This is an optimization exercise on Yosys and OpenROAD, whose aim is small area and a short achievable clock period, not a production implementation.
The RTL was checked by simulation tests, not by an equivalence proof against the original design.
Power and IR drop assume default switching activity.

== run F ==
==> flow/design.v <==
module alu_top (
    input             clk,
    input      [7:0]  a,
    input      [7:0]  b,
    input      [3:0]  sel,
    output reg [15:0] out
);
    reg  [7:0]  a_q, b_q;
    reg  [3:0]  sel_q;
    wire [15:0] alu_out;
    always @(posedge clk) begin
        a_q   <= a;
        b_q   <= b;
        sel_q <= sel;
        out   <= alu_out;
    end
    alu u_alu (.a(a_q), .b(b_q), .sel(sel_q), .out(alu_out));
endmodule

`timescale 1ns / 1ps
module alu(
    input  [7:0]  a, b,
    input  [3:0]  sel,
    output reg [15:0] out
    );
    wire        is_inc = (sel == 4'd1);
    wire        is_sub = (sel == 4'd2);
    wire [7:0]  bop    = is_inc ? 8'd0 : (is_sub ? ~b : b);
    wire [8:0]  sum    = {1'b0, a} + {1'b0, bop} + {8'd0, (is_inc | is_sub)};
    wire [15:0] prod = a * b;
    wire [7:0] q;
    wire [7:0] r7, r6, r5, r4, r3, r2, r1, r0;
    wire [0:0] t7 = a[7];
    assign q[7] = (b[7:1] == 0) && (t7 >= b[0:0]);
    assign r7   = q[7] ? {7'd0, t7 - b[0:0]} : {7'd0, t7};
    wire [1:0] t6 = {r7[0], a[6]};
    assign q[6] = (b[7:2] == 0) && (t6 >= b[1:0]);
    assign r6   = q[6] ? {6'd0, t6 - b[1:0]} : {6'd0, t6};
    wire [2:0] t5 = {r6[1:0], a[5]};
    assign q[5] = (b[7:3] == 0) && (t5 >= b[2:0]);
    assign r5   = q[5] ? {5'd0, t5 - b[2:0]} : {5'd0, t5};
    wire [3:0] t4 = {r5[2:0], a[4]};
    assign q[4] = (b[7:4] == 0) && (t4 >= b[3:0]);
    assign r4   = q[4] ? {4'd0, t4 - b[3:0]} : {4'd0, t4};
    wire [4:0] t3 = {r4[3:0], a[3]};
    assign q[3] = (b[7:5] == 0) && (t3 >= b[4:0]);
    assign r3   = q[3] ? {3'd0, t3 - b[4:0]} : {3'd0, t3};
    wire [5:0] t2 = {r3[4:0], a[2]};
    assign q[2] = (b[7:6] == 0) && (t2 >= b[5:0]);
    assign r2   = q[2] ? {2'd0, t2 - b[5:0]} : {2'd0, t2};
    wire [6:0] t1 = {r2[5:0], a[1]};
    assign q[1] = (b[7] == 1'b0) && (t1 >= b[6:0]);
    assign r1   = q[1] ? {1'd0, t1 - b[6:0]} : {1'd0, t1};
    wire [7:0] t0 = {r1[6:0], a[0]};
    assign q[0] = (t0 >= b);
    assign r0   = q[0] ? (t0 - b) : t0;
    wire bz = (b == 8'd0);
    always @(*) begin
        case (sel)
            4'd0:  out = {7'd0, sum};
            4'd1:  out = {7'd0, sum};
            4'd2:  out = {{8{~sum[8]}}, sum[7:0]};
            4'd3:  out = prod;
            4'd4:  out = bz ? 16'd0 : {8'd0, q};
            4'd5:  out = bz ? 16'd0 : {8'd0, r0};
            4'd6:  out = {8'd0, a & b};
            4'd7:  out = {8'd0, a | b};
            4'd8:  out = {8'hff, ~(a & b)};
            4'd9:  out = {8'hff, ~(a | b)};
            4'd10: out = {8'd0, a ^ b};
            default: out = 16'd0;
        endcase
    end
endmodule
clock: 32.0 ns
lec_check: 0
abc_area: 1
cap_margin: 20
core_margin: 2
core_utilization: 70
slew_margin: 20
run.sh (not shown) runs the stock make flow with config.mk's settings and CLKGATE_MAP_FILE= SYNTH_SCRIPT=/design/flow/synth_recipe.tcl, a recipe that flattens the netlist after the stock synthesis.
Inputs modified between run F and run Y:
- a change of CORE_UTILIZATION from 70 to 40
- a deleted ABC_AREA that had been 1
--- outcome ---
- When run Y is set beside run F, its combinational share of power turns out to be 2.5 points smaller.
- Comparing run Y and run F, the lower post-layout worst setup margin is on run Y.
- In run Y, the XOR/XNOR share of the synthesized area came out 1.2 points above the value in run F.
- When run Y is set beside run F, its clock share of power turns out to be 4.5 points larger.
- Maximum clock rate (run F / run Y): 1.2
- Side by side, wire length of the first global-routing pass turned out higher in run Y than in run F.
- Run Y against run F: worst clock skew dropped 8.1 ps; total placed instance area +55 µm²; critical path depth in cells moved down.

* * *

Setup of rev 12:
Another version of the RTL of alu_top (not shown whole).
For scale: about 770 cells after synthesis, roughly 36 flip-flops, roughly 37 I/O pins, about 4800 um^2 of cells after synthesis.
==> flow/config.mk <==
export PLATFORM = sky130hd
export DESIGN_NAME = alu_top
export DESIGN_NICKNAME = alu_top
export VERILOG_FILES = /design/flow/design.v
export SDC_FILE = /design/flow/constraint.sdc
export NUM_CORES = 4
export LEC_CHECK = 0
export ABC_AREA = 1
export CAP_MARGIN = 20
export CORE_MARGIN = 2
export CORE_UTILIZATION = 50
export SLEW_MARGIN = 20
==> flow/constraint.sdc <==
create_clock -name core_clock -period 32.0 [get_ports {clk}]
set_input_delay 6.4000 -clock core_clock [delete_from_list [all_inputs] [get_ports {clk}]]
set_output_delay 6.4000 -clock core_clock [all_outputs]
set_load 0.01 [all_outputs]
standard.sh (not shown) runs the stock make flow with config.mk's settings and CLKGATE_MAP_FILE= SYNTH_SCRIPT=/design/flow/synth_recipe.tcl, a recipe that flattens the netlist after the stock synthesis.
==> flow/flow/run.sh <==
#!/bin/bash
# Layout flow: the standard ORFS layout (standard.sh) with these changes:
#  - synthesis is synth_recipe.tcl, except that ABC runs flow/synth.abc and
#    Yosys's full/half-adder extraction (extract_fa) is applied only to the
#    adder and multiplier modules (flow/fa_modules.txt), which are kept as
#    separate modules until the end of synthesis (SYNTH_HIERARCHICAL=1) and
#    then flattened by synth_recipe.tcl as usual;
#  - the resizer keeps a larger setup slack margin (flow/margin.txt), so it
#    sizes the critical paths instead of stopping at the 32 ns constraint;
#  - Yosys's synth runs with -noabc, so the adder extraction sees the logic as
#    written and the one ABC run (flow/synth.abc) maps everything;
#  - the smallest buffer (buf_1) on each port.
# Each tool's output goes to a log file in this folder.
set -euo pipefail
W=$(pwd)
MARGIN=$(cat flow/margin.txt)
FAMODS=$(cat flow/fa_modules.txt)
{
  echo "proc abc {args} {"
  echo "  set i [lsearch \$args -script]"
  echo "  if {\$i >= 0} { lset args [expr {\$i + 1}] $W/flow/synth.abc }"
  echo "  yosys abc {*}\$args"
  echo "}"
  echo "proc extract_fa {args} { yosys extract_fa {*}\$args $FAMODS }"
  cat synth_recipe.tcl
} > my_synth.tcl
EXTRA=(SYNTH_ARGS=-noabc)
[ -n "$FAMODS" ] && EXTRA+=(SYNTH_HIERARCHICAL=1 SYNTH_INSBUF=0)
[ -z "$FAMODS" ] && EXTRA+=(ADDER_MAP_FILE=)
bash standard.sh SYNTH_SCRIPT=$W/my_synth.tcl SETUP_SLACK_MARGIN=$MARGIN "${EXTRA[@]}" \
  "BUFFER_PORTS_ARGS=-buffer_cell sky130_fd_sc_hd__buf_1" finish > orfs_make.log 2>&1
cp orfs/logs/*/alu_top/base/*.log . 2>/dev/null || true
==> flow/flow/fa_modules.txt <==
alu_addsub alu_mul
==> flow/flow/margin.txt <==
23.5
==> flow/flow/synth.abc <==
strash
 dch
 map -B 0.9
 topo
 stime -c
Rev 12 | status: complete | timing, DRC, antenna: pass
#### Input delta (rev 13 over rev 12)
Settings: CORE_UTILIZATION: 50 -> 65.
==> flow/flow/run.sh <==
#!/bin/bash
# Layout flow: the standard ORFS layout (standard.sh) with these changes:
#  - synthesis is synth_recipe.tcl, except that
#    * the adder and multiplier modules (flow/fa_modules.txt) are kept as
#      separate modules until the end of synthesis (SYNTH_HIERARCHICAL=1,
#      then synth_recipe.tcl flattens as usual), and Yosys's full/half-adder
#      extraction (extract_fa) is applied to those modules only;
#    * Yosys's synth runs with -noabc, so the adder extraction sees the logic
#      as written;
#    * ABC maps the multiplier module with flow/synth_mul.abc (area-oriented)
#      and everything else with flow/synth.abc (delay-oriented);
#  - the resizer keeps a larger setup slack margin (flow/margin.txt), so it
#    sizes the critical paths instead of stopping at the 32 ns constraint;
#  - the smallest buffer (buf_1) on each port.
# Each tool's output goes to a log file in this folder.
set -euo pipefail
W=$(pwd)
MARGIN=$(cat flow/margin.txt)
FAMODS=$(cat flow/fa_modules.txt)
MULMODS=$(cat flow/mul_modules.txt)
{
  echo "proc abc {args} {"
  echo "  set i [lsearch \$args -script]"
  echo "  if {\$i < 0} { yosys abc {*}\$args; return }"
  echo "  set a1 \$args; lset a1 [expr {\$i + 1}] $W/flow/synth.abc"
  echo "  set a2 \$args; lset a2 [expr {\$i + 1}] $W/flow/synth_mul.abc"
  echo "  yosys abc {*}\$a2 $MULMODS"
  echo "  yosys abc {*}\$a1"
  echo "}"
  echo "proc extract_fa {args} { yosys extract_fa {*}\$args $FAMODS }"
  cat synth_recipe.tcl
} > my_synth.tcl
bash standard.sh SYNTH_SCRIPT=$W/my_synth.tcl SETUP_SLACK_MARGIN=$MARGIN \
  SYNTH_ARGS=-noabc SYNTH_HIERARCHICAL=1 SYNTH_INSBUF=0 \
  "BUFFER_PORTS_ARGS=-buffer_cell sky130_fd_sc_hd__buf_1" finish > orfs_make.log 2>&1
cp orfs/logs/*/alu_top/base/*.log . 2>/dev/null || true
==> flow/flow/margin.txt <==
24.25
==> flow/flow/mul_modules.txt (new file) <==
alu_addsub alu_mul
==> flow/flow/synth.abc <==
strash
 dc2
 dch
 map -B 0.9
 topo
 stime -c
==> flow/flow/synth_mul.abc (new file) <==
strash
 dch
 map -a
 topo
 stime -c
 buffer -c
 upsize -c
 dnsize -c
Results
Number of standard cells in the layout, taps in and fillers out for rev 13 is lower than for rev 12. The area of the multi-input gates reported for rev 13 is smaller than that of rev 12 by 5.3%. Higher actual slew at the worst max-slew pin was reported by rev 12, not rev 13. Share of the clock period used by the worst path after layout, rev 12 and rev 13: higher on rev 12. Compared with rev 12, rev 13 shows critical path depth lower by 51. As of rev 13, clock distribution power had risen by more than 10% compared to rev 12.

* * *

Starting RTL as in the previous note.
Settings: LEC_CHECK=0, ABC_AREA=1, CAP_MARGIN=20, CORE_MARGIN=2, CORE_UTILIZATION=50, SLEW_MARGIN=20; clock period 32.0 ns.
==> flow/flow/run.sh <==
#!/bin/bash
# Layout flow: the standard ORFS layout (standard.sh) with these changes:
#  - synthesis is synth_recipe.tcl, except that ABC runs flow/synth.abc and
#    Yosys's full/half-adder extraction (extract_fa) is applied only to the
#    adder and multiplier modules (flow/fa_modules.txt), which are kept as
#    separate modules until the end of synthesis (SYNTH_HIERARCHICAL=1) and
#    then flattened by synth_recipe.tcl as usual;
#  - the resizer keeps a larger setup slack margin (flow/margin.txt), so it
#    sizes the critical paths instead of stopping at the 32 ns constraint;
#  - Yosys's synth runs with -noabc, so the adder extraction sees the logic as
#    written and the one ABC run (flow/synth.abc) maps everything;
#  - the smallest buffer (buf_1) on each port.
# Each tool's output goes to a log file in this folder.
set -euo pipefail
W=$(pwd)
MARGIN=$(cat flow/margin.txt)
FAMODS=$(cat flow/fa_modules.txt)
{
  echo "proc abc {args} {"
  echo "  set i [lsearch \$args -script]"
  echo "  if {\$i >= 0} { lset args [expr {\$i + 1}] $W/flow/synth.abc }"
  echo "  yosys abc {*}\$args"
  echo "}"
  echo "proc extract_fa {args} { yosys extract_fa {*}\$args $FAMODS }"
  cat synth_recipe.tcl
} > my_synth.tcl
EXTRA=(SYNTH_ARGS=-noabc)
[ -n "$FAMODS" ] && EXTRA+=(SYNTH_HIERARCHICAL=1 SYNTH_INSBUF=0)
[ -z "$FAMODS" ] && EXTRA+=(ADDER_MAP_FILE=)
bash standard.sh SYNTH_SCRIPT=$W/my_synth.tcl SETUP_SLACK_MARGIN=$MARGIN "${EXTRA[@]}" \
  "BUFFER_PORTS_ARGS=-buffer_cell sky130_fd_sc_hd__buf_1" finish > orfs_make.log 2>&1
cp orfs/logs/*/alu_top/base/*.log . 2>/dev/null || true
==> flow/flow/margin.txt <==
24.5
==> flow/flow/synth.abc <==
strash
 dch
 map -B 0.9
 topo
 stime -c
Scripts as last shown in full above: flow/flow/fa_modules.txt
==> next run, changes <==
==> flow/flow/margin.txt (replaced) <==
24
==> flow/flow/synth.abc (replaced) <==
strash
 dch
 map -D 5000
 topo
 stime -c
Effect: The new run produced a clean layout. Fmax shrinks by 4.0%. Total power grows by 5.1%. Final area rose by 0.74%. First-iteration DRC count decreases by 14%. Clock-buffer cell count stays the same. Die area is lower by 4.7%. Final cell count is lower by 13%.

* * *

== job 8149 ==
Starting RTL as in the previous note.
Settings: LEC_CHECK=0, ABC_AREA=1, CAP_MARGIN=20, CORE_MARGIN=2, CORE_UTILIZATION=50, SLEW_MARGIN=20; clock period 32.0 ns.
==> flow/flow/run.sh <==
#!/bin/bash
# Layout flow: the standard ORFS layout (standard.sh) with these changes:
#  - synthesis is synth_recipe.tcl, except that
#    * the adder and multiplier modules (flow/fa_modules.txt) are kept as
#      separate modules until the end of synthesis (SYNTH_HIERARCHICAL=1,
#      then synth_recipe.tcl flattens as usual), and Yosys's full/half-adder
#      extraction (extract_fa) is applied to those modules only;
#    * Yosys's synth runs with -noabc, so the adder extraction sees the logic
#      as written;
#    * ABC maps the multiplier module with flow/synth_mul.abc (area-oriented)
#      and everything else with flow/synth.abc (delay-oriented);
#  - the resizer keeps a larger setup slack margin (flow/margin.txt), so it
#    sizes the critical paths instead of stopping at the 32 ns constraint;
#  - the smallest buffer (buf_1) on each port;
#  - any further ORFS make variables listed in flow/make_vars.txt.
# Each tool's output goes to a log file in this folder.
set -euo pipefail
W=$(pwd)
MARGIN=$(cat flow/margin.txt)
FAMODS=$(cat flow/fa_modules.txt)
MULMODS=$(cat flow/mul_modules.txt)
{
  echo "proc abc {args} {"
  echo "  set i [lsearch \$args -script]"
  echo "  if {\$i < 0} { yosys abc {*}\$args; return }"
  echo "  set a1 \$args; lset a1 [expr {\$i + 1}] $W/flow/synth.abc"
  echo "  set a2 \$args; lset a2 [expr {\$i + 1}] $W/flow/synth_mul.abc"
  echo "  yosys abc {*}\$a2 $MULMODS"
  echo "  yosys abc {*}\$a1"
  echo "}"
  echo "proc extract_fa {args} { yosys extract_fa {*}\$args $FAMODS }"
  cat synth_recipe.tcl
} > my_synth.tcl
EXTRA=()
if [ -f flow/make_vars.txt ]; then mapfile -t EXTRA < flow/make_vars.txt; fi
bash standard.sh SYNTH_SCRIPT=$W/my_synth.tcl SETUP_SLACK_MARGIN=$MARGIN \
  SYNTH_ARGS=-noabc SYNTH_HIERARCHICAL=1 SYNTH_INSBUF=0 \
  "BUFFER_PORTS_ARGS=-buffer_cell sky130_fd_sc_hd__buf_1" "${EXTRA[@]}" finish > orfs_make.log 2>&1
cp orfs/logs/*/alu_top/base/*.log . 2>/dev/null || true
==> flow/flow/make_vars.txt <==
SKIP_GATE_CLONING=1
==> flow/flow/margin.txt <==
24.25
==> flow/flow/mul_modules.txt <==
alu_addsub alu_mul
==> flow/flow/synth.abc <==
strash
 dc2
 dch -f
 map -B 0.9
 topo
 stime -c
==> flow/flow/synth_mul.abc <==
strash
 dch
 map -a
 topo
 stime -c
 buffer -c
 upsize -c
 dnsize -c
Scripts as last shown in full above: flow/flow/fa_modules.txt
### job 8149 -> job 2016
diff --git a/flow/flow/run.sh b/flow/flow/run.sh
--- a/flow/flow/run.sh
+++ b/flow/flow/run.sh
@@ -13,4 +13,3 @@
 #    sizes the critical paths instead of stopping at the 32 ns constraint;
-#  - the smallest buffer (buf_1) on each port;
-#  - any further ORFS make variables listed in flow/make_vars.txt.
+#  - the smallest buffer (buf_1) on each port.
 # Each tool's output goes to a log file in this folder.
@@ -33,7 +32,5 @@
 } > my_synth.tcl
-EXTRA=()
-if [ -f flow/make_vars.txt ]; then mapfile -t EXTRA < flow/make_vars.txt; fi
 bash standard.sh SYNTH_SCRIPT=$W/my_synth.tcl SETUP_SLACK_MARGIN=$MARGIN \
   SYNTH_ARGS=-noabc SYNTH_HIERARCHICAL=1 SYNTH_INSBUF=0 \
-  "BUFFER_PORTS_ARGS=-buffer_cell sky130_fd_sc_hd__buf_1" "${EXTRA[@]}" finish > orfs_make.log 2>&1
+  "BUFFER_PORTS_ARGS=-buffer_cell sky130_fd_sc_hd__buf_1" finish > orfs_make.log 2>&1
 cp orfs/logs/*/alu_top/base/*.log . 2>/dev/null || true
==> flow/flow/margin.txt <==
24
==> flow/flow/synth.abc <==
strash
 dch
 map -B 0.5
 topo
 stime -c
removed: flow/flow/make_vars.txt
## What came out
From job 8149 to job 2016 the numbers moved as follows: cell area after synthesis moved up; routed wire length picked up an extra about 7%. Sort job 8149 and job 2016 by die width, ascending, and job 8149 comes first. Summary: with job 8149 as the reference, count of multi-input combinational gates in job 2016 moved up by a little under 10%. Job 8149 has a lower number of gates on the worst path with buffers counted than job 2016. Job 2016 vs. job 8149: number of DRC markers after the initial detailed-route iteration higher, portion of total power attributed to sequential cells lower, aggregate global-route resource usage higher, total power draw higher.
--- input diff job 2016..job 2778 ---
==> flow/flow/run.sh <==
#!/bin/bash
# Layout flow: the standard ORFS layout (standard.sh) with these changes:
#  - synthesis is synth_recipe.tcl, except that ABC runs flow/synth.abc and
#    Yosys's full/half-adder extraction (extract_fa) is applied only to the
#    adder and multiplier modules (flow/fa_modules.txt), which are kept as
#    separate modules until the end of synthesis (SYNTH_HIERARCHICAL=1) and
#    then flattened by synth_recipe.tcl as usual;
#  - the resizer keeps a larger setup slack margin (flow/margin.txt), so it
#    sizes the critical paths instead of stopping at the 32 ns constraint;
#  - Yosys's synth runs with -noabc, so the adder extraction sees the logic as
#    written and the one ABC run (flow/synth.abc) maps everything;
#  - the smallest buffer (buf_1) on each port.
# Each tool's output goes to a log file in this folder.
set -euo pipefail
W=$(pwd)
MARGIN=$(cat flow/margin.txt)
FAMODS=$(cat flow/fa_modules.txt)
{
  echo "proc abc {args} {"
  echo "  set i [lsearch \$args -script]"
  echo "  if {\$i >= 0} { lset args [expr {\$i + 1}] $W/flow/synth.abc }"
  echo "  yosys abc {*}\$args"
  echo "}"
  echo "proc extract_fa {args} { yosys extract_fa {*}\$args $FAMODS }"
  cat synth_recipe.tcl
} > my_synth.tcl
EXTRA=(SYNTH_ARGS=-noabc)
[ -n "$FAMODS" ] && EXTRA+=(SYNTH_HIERARCHICAL=1 SYNTH_INSBUF=0)
[ -z "$FAMODS" ] && EXTRA+=(ADDER_MAP_FILE=)
bash standard.sh SYNTH_SCRIPT=$W/my_synth.tcl SETUP_SLACK_MARGIN=$MARGIN "${EXTRA[@]}" \
  "BUFFER_PORTS_ARGS=-buffer_cell sky130_fd_sc_hd__buf_1" finish > orfs_make.log 2>&1
cp orfs/logs/*/alu_top/base/*.log . 2>/dev/null || true
==> flow/flow/synth.abc <==
strash
 dch
 map -B 0.9
 topo
 stime -c
removed: flow/flow/mul_modules.txt
removed: flow/flow/synth_mul.abc
--- outcome ---
The lower sequential share of power of job 2016 and job 2778 is in job 2016. Between job 2016 and job 2778, share of the final layout cell area in multi-input gates is higher for job 2016, job 2778 comes in under that. Relative to job 2016, die footprint increased by 6.2% in job 2778. Final cell area: job 2778 above job 2016. Depth of the most critical reg-to-reg path is higher on job 2778. Job 2778 reports a higher synthesized cell count than job 2016 does. In job 2778 the clock-buffer cell count turned out 2 higher than in job 2016. Between job 2778 and job 2016, it is job 2778 whose core utilization is higher, by 0.86 points. Going from job 2016 to job 2778, simple-gate share of the synthesized area grows by 8.0 points. Relative to job 2016, routed wire length has gone up in job 2778. Looking at overall power, job 2778 sits about 1.8% lower than job 2016 does.
[inputs] job 3613 vs job 2778
==> flow/flow/run.sh <==
#!/bin/bash
# Layout flow: the standard ORFS layout (standard.sh) with these changes:
#  - synthesis is synth_recipe.tcl, except that
#    * the adder and multiplier modules (flow/fa_modules.txt) are kept as
#      separate modules until the end of synthesis (SYNTH_HIERARCHICAL=1,
#      then synth_recipe.tcl flattens as usual), and Yosys's full/half-adder
#      extraction (extract_fa) is applied to those modules only;
#    * Yosys's synth runs with -noabc, so the adder extraction sees the logic
#      as written;
#    * ABC maps the multiplier module with flow/synth_mul.abc (area-oriented)
#      and everything else with flow/synth.abc (delay-oriented);
#  - the resizer keeps a larger setup slack margin (flow/margin.txt), so it
#    sizes the critical paths instead of stopping at the 32 ns constraint;
#  - the smallest buffer (buf_1) on each port.
# Each tool's output goes to a log file in this folder.
set -euo pipefail
W=$(pwd)
MARGIN=$(cat flow/margin.txt)
FAMODS=$(cat flow/fa_modules.txt)
MULMODS=$(cat flow/mul_modules.txt)
{
  echo "proc abc {args} {"
  echo "  set i [lsearch \$args -script]"
  echo "  if {\$i < 0} { yosys abc {*}\$args; return }"
  echo "  set a1 \$args; lset a1 [expr {\$i + 1}] $W/flow/synth.abc"
  echo "  set a2 \$args; lset a2 [expr {\$i + 1}] $W/flow/synth_mul.abc"
  echo "  yosys abc {*}\$a2 $MULMODS"
  echo "  yosys abc {*}\$a1"
  echo "}"
  echo "proc extract_fa {args} { yosys extract_fa {*}\$args $FAMODS }"
  cat synth_recipe.tcl
} > my_synth.tcl
bash standard.sh SYNTH_SCRIPT=$W/my_synth.tcl SETUP_SLACK_MARGIN=$MARGIN \
  SYNTH_ARGS=-noabc SYNTH_HIERARCHICAL=1 SYNTH_INSBUF=0 \
  "BUFFER_PORTS_ARGS=-buffer_cell sky130_fd_sc_hd__buf_1" finish > orfs_make.log 2>&1
cp orfs/logs/*/alu_top/base/*.log . 2>/dev/null || true
==> flow/flow/margin.txt <==
24.25
==> flow/flow/mul_modules.txt (new file) <==
alu_addsub alu_mul
==> flow/flow/synth.abc <==
strash
 dc2
 dch
 map -B 0.9
 topo
 stime -c
==> flow/flow/synth_mul.abc (new file) <==
strash
 dch
 map -a
 topo
 stime -c
 buffer -c
 upsize -c
 dnsize -c
Findings:
Power: job 3613 draws less than job 2778
Sort job 2778 and job 3613 by layout overhead on the synthesized area asc -> top: job 2778
Re critical path depth: no difference whatsoever between job 3613 and job 2778.
NOTE: share of synthesized cell area in full adder, half adder and majority cells in job 3613 exceeds that of job 2778
For net count after synthesis, dividing the value from job 2778 by the value from job 3613 gives 1.20.
Multi-input logic portion of the cell area: job 3613 vs job 2778 up 1.6 points
Job 3613 vs job 2778: register-to-register slack down
| internal power component | job 3613 vs job 2778 | about 1% higher |

[what the ideal ports hide]
How much do the figures lean on ideal ports? The routed layouts below were timed once more, with nothing changed but the port constraints.
Step 1 sets driving cells, clkbuf_16 on the clock port and buf_2 on the other inputs (assumed; they add their load-dependent delay and slew).
Step 2 also shifts input and output timing later by t, the mid clock arrival at the registers, as if the neighbouring blocks saw the same clock.
Slacks: ideal ports / drivers / drivers and shift; pairs: ideal ports / drivers.
run | t (ns) | setup slack, ns | worst setup path after step 2
run F | 0.334 | 21.196 / 21.196 / 21.196 | register to register
run Y | 0.327 | 18.944 / 18.944 / 18.944 | register to register
rev 12 | 0.328 | 24.442 / 24.442 / 24.442 | register to register
rev 13 | 0.325 | 24.821 / 24.789 / 24.897 | register to register
the first run of note 3 | 0.325 | 24.791 / 24.761 / 25.086 | register to output
the second run of note 3 | 0.316 | 24.489 / 24.489 / 24.489 | register to register
job 8149 | 0.327 | 24.831 / 24.797 / 24.920 | register to register
job 2016 | 0.322 | 24.747 / 24.747 / 24.747 | register to register
job 2778 | 0.324 | 24.794 / 24.764 / 25.060 | register to register
job 3613 | 0.332 | 24.835 / 24.799 / 24.931 | register to register
After both steps every run listed still meets setup and hold.
